This is an optimization exercise on Yosys and OpenROAD, whose aim is small area, a short achievable clock period and few clock cycles, not a production implementation.
RTL that was checked went through simulation tests only; none was proved equivalent to the original.
Power is estimated from default activity; no workload was simulated.

north:
## matrix_mult_pipelined_10
module matrix_mult_pipelined_10 #(parameter DATA_WIDTH = 8)(
    input clk,
    input rst,
    input in_valid,
    input [7:0] in_data,
    output reg in_ready,
    output reg out_valid,
    output reg [2*DATA_WIDTH-1:0] out_data
);
Size in the first run: ~1,900 flip-flops, roughly 58,000 µm² of cells after synthesis.
export LEC_CHECK = 0
export CAP_MARGIN = 20
export CORE_MARGIN = 2
export CORE_UTILIZATION = 65
export CTS_CLUSTER_DIAMETER = 100
export CTS_CLUSTER_SIZE = 30
export PLACE_DENSITY = 0.75
export SLEW_MARGIN = 20
export SYNTH_HIERARCHICAL = 1
export SYNTH_MINIMUM_KEEP_SIZE = 0
create_clock -name core_clock -period 10.0 [get_ports {clk}]
standard.sh (not shown) runs the stock make flow with config.mk's settings and CLKGATE_MAP_FILE= SYNTH_SCRIPT=/design/flow/synth_recipe.tcl, a recipe that flattens the netlist after the stock synthesis.
==> flow/flow/run.sh <==
#!/bin/bash
# Standard layout (the standard.sh: unchanged synthesis and steps), with
# repair_timing asked to keep a larger setup slack than the default, so the
# resizer also speeds up paths that already meet the 10 ns clock.
bash standard.sh SETUP_SLACK_MARGIN=6.5 finish > standard.log 2>&1
north finished end to end and its layout was clean on timing, DRC and antenna.
Testbench counts of north, summed over its fixed seeds: cycles 10,360.
### north -> south
--- a/flow/design.v
+++ b/flow/design.v
@@ -22,22 +22,21 @@
     wire ph_u9 = (ph_u == 4'd9);
     wire ph_t9 = (ph_t == 4'd9);
     wire ph99  = ph_u9 & ph_t9;
     wire ix_u9 = (ix_u == 4'd9);
     wire ix_t9 = (ix_t == 4'd9);
     wire ix0   = (ix_u == 4'd0) & (ix_t == 4'd0);
     wire ph_t9u0 = ph_t9 & (ph_u == 4'd0);
     wire ph89  = (ph_t == 4'd8) & ph_u9;
-    wire lt_e  = (ph_u < e);                                     
-    wire present = wr_b | lt_e;
-    wire start90 = ph_t9u0 & present;
-    wire okc = ph_t9 & (ph_t9u0 | trl) & present;                
+    wire present = ph_u9 ? wr_last : (half & ix_t9 & (ix_u > ph_u));
+    wire start90 = ph_t9u0 & half & ix_t9 & (ix_u != 4'd0);
+    wire okc = ph_t9 & (ph_t9u0 ? start90 : (trl & present));    
     wire fail = ph_t9 & ~ph_t9u0 & trl & ~present;
-    wire row0_v = okc & ~lt_e;                                   
+    wire row0_v = okc & (ph_u >= e);                             
     wire cact_n  = (okc & ph_u9) | (cact & ~ph89);
     wire idle_nf = ix0 & ~half & ~cact_n;           
     wire [3:0] p1_u = ph_u9 ? 4'd0 : ph_u + 4'd1;   
     wire [3:0] p1_t = ph_u9 ? (ph_t9 ? 4'd0 : ph_t + 4'd1) : ph_t;
     wire       p1_u9 = (p1_u == 4'd9);
     wire       p1_t9 = (p1_t == 4'd9);
     wire [3:0] p2_u = p1_u9 ? 4'd0 : p1_u + 4'd1;   
     wire [3:0] p2_t = p1_u9 ? (p1_t9 ? 4'd0 : p1_t + 4'd1) : p1_t;
### Flow results
Width of the chip: south vs north — no meaningful difference
Total vias in the final route essentially unchanged between north and south.
north → south: synthesized cell count roughly the same; length of routed met2 wiring lower; global-route usage has decreased.
Only the layout flow was run in south; the RTL was not checked for function there.

* * *

== the baseline ==
Another version of the RTL of matrix_mult_pipelined_10 (not shown whole).
Size: about 60,000 sq um of cells after synthesis.
Settings: LEC_CHECK=0, CAP_MARGIN=20, CORE_MARGIN=2, CORE_UTILIZATION=65, CTS_CLUSTER_DIAMETER=100, CTS_CLUSTER_SIZE=28, PLACE_DENSITY=0.75, SLEW_MARGIN=20, SYNTH_HIERARCHICAL=1, SYNTH_MINIMUM_KEEP_SIZE=0; clock period 10.0 ns.
==> flow/flow/run.sh <==
#!/bin/bash
# Standard layout (the standard.sh: unchanged synthesis and steps), with
# repair_timing asked to keep a larger setup slack than the default, so the
# resizer also speeds up paths that already meet the 10 ns clock.
bash standard.sh SETUP_SLACK_MARGIN=6.95 finish > standard.log 2>&1
Testbench counts of the baseline, summed over its fixed seeds: cycles 10,360.
Setup changes, the baseline to the candidate
--- a/flow/design.v
+++ b/flow/design.v
@@ -9,93 +9,81 @@
 );
     integer x, k;
     reg [3:0] ph_t, ph_u;      
     reg [3:0] ix_t, ix_u;      
     reg       half;            
     reg       cact;            
     reg       trl;             
     reg [3:0] e;               
-    reg       wr_a;            
-    reg       wr_b;            
-    reg       wr_last;         
-    reg [7:0] din_r;
     wire fire = in_valid & in_ready;
+    wire wr_a = fire & ~half;   
+    wire wr_b = fire & half;    
     wire ph_u9 = (ph_u == 4'd9);
     wire ph_t9 = (ph_t == 4'd9);
     wire ph99  = ph_u9 & ph_t9;
     wire ix_u9 = (ix_u == 4'd9);
     wire ix_t9 = (ix_t == 4'd9);
     wire ix0   = (ix_u == 4'd0) & (ix_t == 4'd0);
     wire ph_t9u0 = ph_t9 & (ph_u == 4'd0);
     wire ph89  = (ph_t == 4'd8) & ph_u9;
     wire lt_e  = (ph_u < e);                                     
     wire present = wr_b | lt_e;
     wire start90 = ph_t9u0 & present;
     wire okc = ph_t9 & (ph_t9u0 | trl) & present;                
     wire fail = ph_t9 & ~ph_t9u0 & trl & ~present;
     wire row0_v = okc & ~lt_e;                                   
     wire cact_n  = (okc & ph_u9) | (cact & ~ph89);
-    wire idle_nf = ix0 & ~half & ~cact_n;           
+    wire idle_nf = ix0 & ~half & ~(cact & ~ph89);
     wire [3:0] p1_u = ph_u9 ? 4'd0 : ph_u + 4'd1;   
     wire [3:0] p1_t = ph_u9 ? (ph_t9 ? 4'd0 : ph_t + 4'd1) : ph_t;
-    wire       p1_u9 = (p1_u == 4'd9);
-    wire       p1_t9 = (p1_t == 4'd9);
-    wire [3:0] p2_u = p1_u9 ? 4'd0 : p1_u + 4'd1;   
-    wire [3:0] p2_t = p1_u9 ? (p1_t9 ? 4'd0 : p1_t + 4'd1) : p1_t;
-    wire aligned_nf = (p2_u == ix_u) & (p2_t == ix_t);
+    wire aligned_nf = (p1_u == ix_u) & (p1_t == ix_t);
     wire rdy_nf = idle_nf | aligned_nf;             
-    wire [3:0] pn_u = idle_nf ? 4'd9 : p1_u;        
-    wire [3:0] pn_t = idle_nf ? 4'd9 : p1_t;
+    wire [3:0] pn_u = idle_nf ? 4'd0 : p1_u;        
+    wire [3:0] pn_t = idle_nf ? 4'd0 : p1_t;
     wire [3:0] i1_u = ix_u9 ? 4'd0 : ix_u + 4'd1;   
     wire [3:0] i1_t = ix_u9 ? (ix_t9 ? 4'd0 : ix_t + 4'd1) : ix_t;
     wire       i1_h = (ix_u9 & ix_t9) ? ~half : half;
-    wire       last = half & ix_u9 & ix_t9;
     always @(posedge clk or posedge rst) begin
         if (rst) begin
-            ph_t <= 4'd9; ph_u <= 4'd9;
+            ph_t <= 4'd0; ph_u <= 4'd0;
             ix_t <= 4'd0; ix_u <= 4'd0;
             half <= 1'b0;
             cact <= 1'b0;
             trl <= 1'b0;
             e <= 4'd0;
-            wr_a <= 1'b0; wr_b <= 1'b0; wr_last <= 1'b0;
         end else begin
             ph_t <= fire ? p1_t : pn_t;
             ph_u <= fire ? p1_u : pn_u;
-            wr_a <= fire & ~half;
-            wr_b <= fire & half;
-            wr_last <= fire & last;
             if (fire) begin
                 ix_t <= i1_t; ix_u <= i1_u; half <= i1_h;
             end
             cact <= cact_n;
             trl <= okc;
             if (okc & ph_u9)
                 e <= 4'd0;
             else if (fail)
                 e <= ph_u;
         end
     end
-    always @(posedge clk) din_r <= in_data;
     always @(posedge clk) in_ready <= fire | rdy_nf;
     reg [7:0] ra [0:99];
     always @(posedge clk) begin
         for (x = 99; x > 0; x = x - 1) ra[x] <= ra[x-1];
-        ra[0] <= wr_a ? din_r : ra[99];
+        ra[0] <= wr_a ? in_data : ra[99];
     end
     reg [7:0] rb [0:99];    
     always @(posedge clk) begin
         for (k = 0; k < 10; k = k + 1) begin
             for (x = 9; x > 0; x = x - 1) rb[10*k+x] <= rb[10*k+x-1];
-            rb[10*k] <= (wr_b && ph_t == k) ? din_r : rb[10*k+9];
+            rb[10*k] <= (wr_b && ph_t == k) ? in_data : rb[10*k+9];
         end
     end
     reg [7:0] ah [0:9];
-    wire ld_row = (cact & (ph_u == 4'd0)) | start90;
+    wire ld_row = (cact & (ph_u == 4'd0)) | (ph_t9u0 & half);
     always @(posedge clk) begin
         if (ld_row)
             for (k = 0; k < 10; k = k + 1) ah[k] <= ra[89-k];
     end
     wire [7:0] ah0 = ah[0], ah1 = ah[1], ah2 = ah[2], ah3 = ah[3], ah4 = ah[4],
                ah5 = ah[5], ah6 = ah[6], ah7 = ah[7], ah8 = ah[8], ah9 = ah[9];
     wire [7:0] bb0 = rb[0],  bb1 = rb[10], bb2 = rb[20], bb3 = rb[30], bb4 = rb[40],
                bb5 = rb[50], bb6 = rb[60], bb7 = rb[70], bb8 = rb[80], bb9 = rb[90];
### Flow results
No stage failed in the candidate, and the final checks on the layout all came back clean. The baseline: PASS, flow complete, no timing, DRC or antenna violations. Lower sequential cell count of the final layout was reported by the candidate, not the baseline. As far as fraction of synthesized cell area in xor and xnor cells is concerned, the baseline and the candidate perform about the same. Sort the candidate and the baseline by die width, ascending, and the candidate comes first. Of the candidate and the baseline, the run reporting the higher fraction of final layout cells sized beyond drive strength 1 was the candidate. Routed wire length is lower on the baseline. Taking the baseline as the reference, in the candidate post-route clock period utilization went up by 0.54 points; combinational share of power was more or less identical. Between the baseline and the candidate, the flow reports met2 wire length decreasing by a few percent. Between the candidate and the baseline, the via count normalized by instance count figures differ only marginally. Synthesized area per cell: the baseline vs the candidate, no meaningful difference. On proportion of cell area spent on the clock network, the baseline tracks the candidate almost exactly. Status: number of non-filler instances in the completed layout parity (the baseline, the candidate).
Function not checked in the candidate: the RTL went through the layout flow alone.

re-timing with driven ports:
The flow's constraints put no driver on any port. The routed layouts listed below were extracted and timed again, unchanged, in two steps. Step 1, drivers: a clkbuf_16 drives clk and a buf_2 each remaining input, both assumed. Step 2 times the ports against the registers' clock, not the clock port: input delays grow and output delays shrink by t, the midpoint of the rising clock arrivals with the driver on. Slacks: ideal ports / drivers / drivers and shift; pairs: ideal ports / drivers.
run	t, ns	setup slack, ns	worst setup path at the end	worst data-port slew with drivers (ns)	cell pins on the clock port's net
north	0.750	6.531 / 6.531 / 6.190	input to register	0.03	1
south	0.743	6.545 / 6.545 / 6.269	input to register	0.03	1
the baseline	0.744	6.839 / 6.771 / 6.410	input to register	0.03	1
the candidate	0.772	6.785 / 6.713 / 6.271	input to register	0.05	1
After both steps every run listed still meets setup and hold. The setup slack of the candidate, which loses most, moves by -0.072 ns with the drivers and by -0.514 ns with both steps.
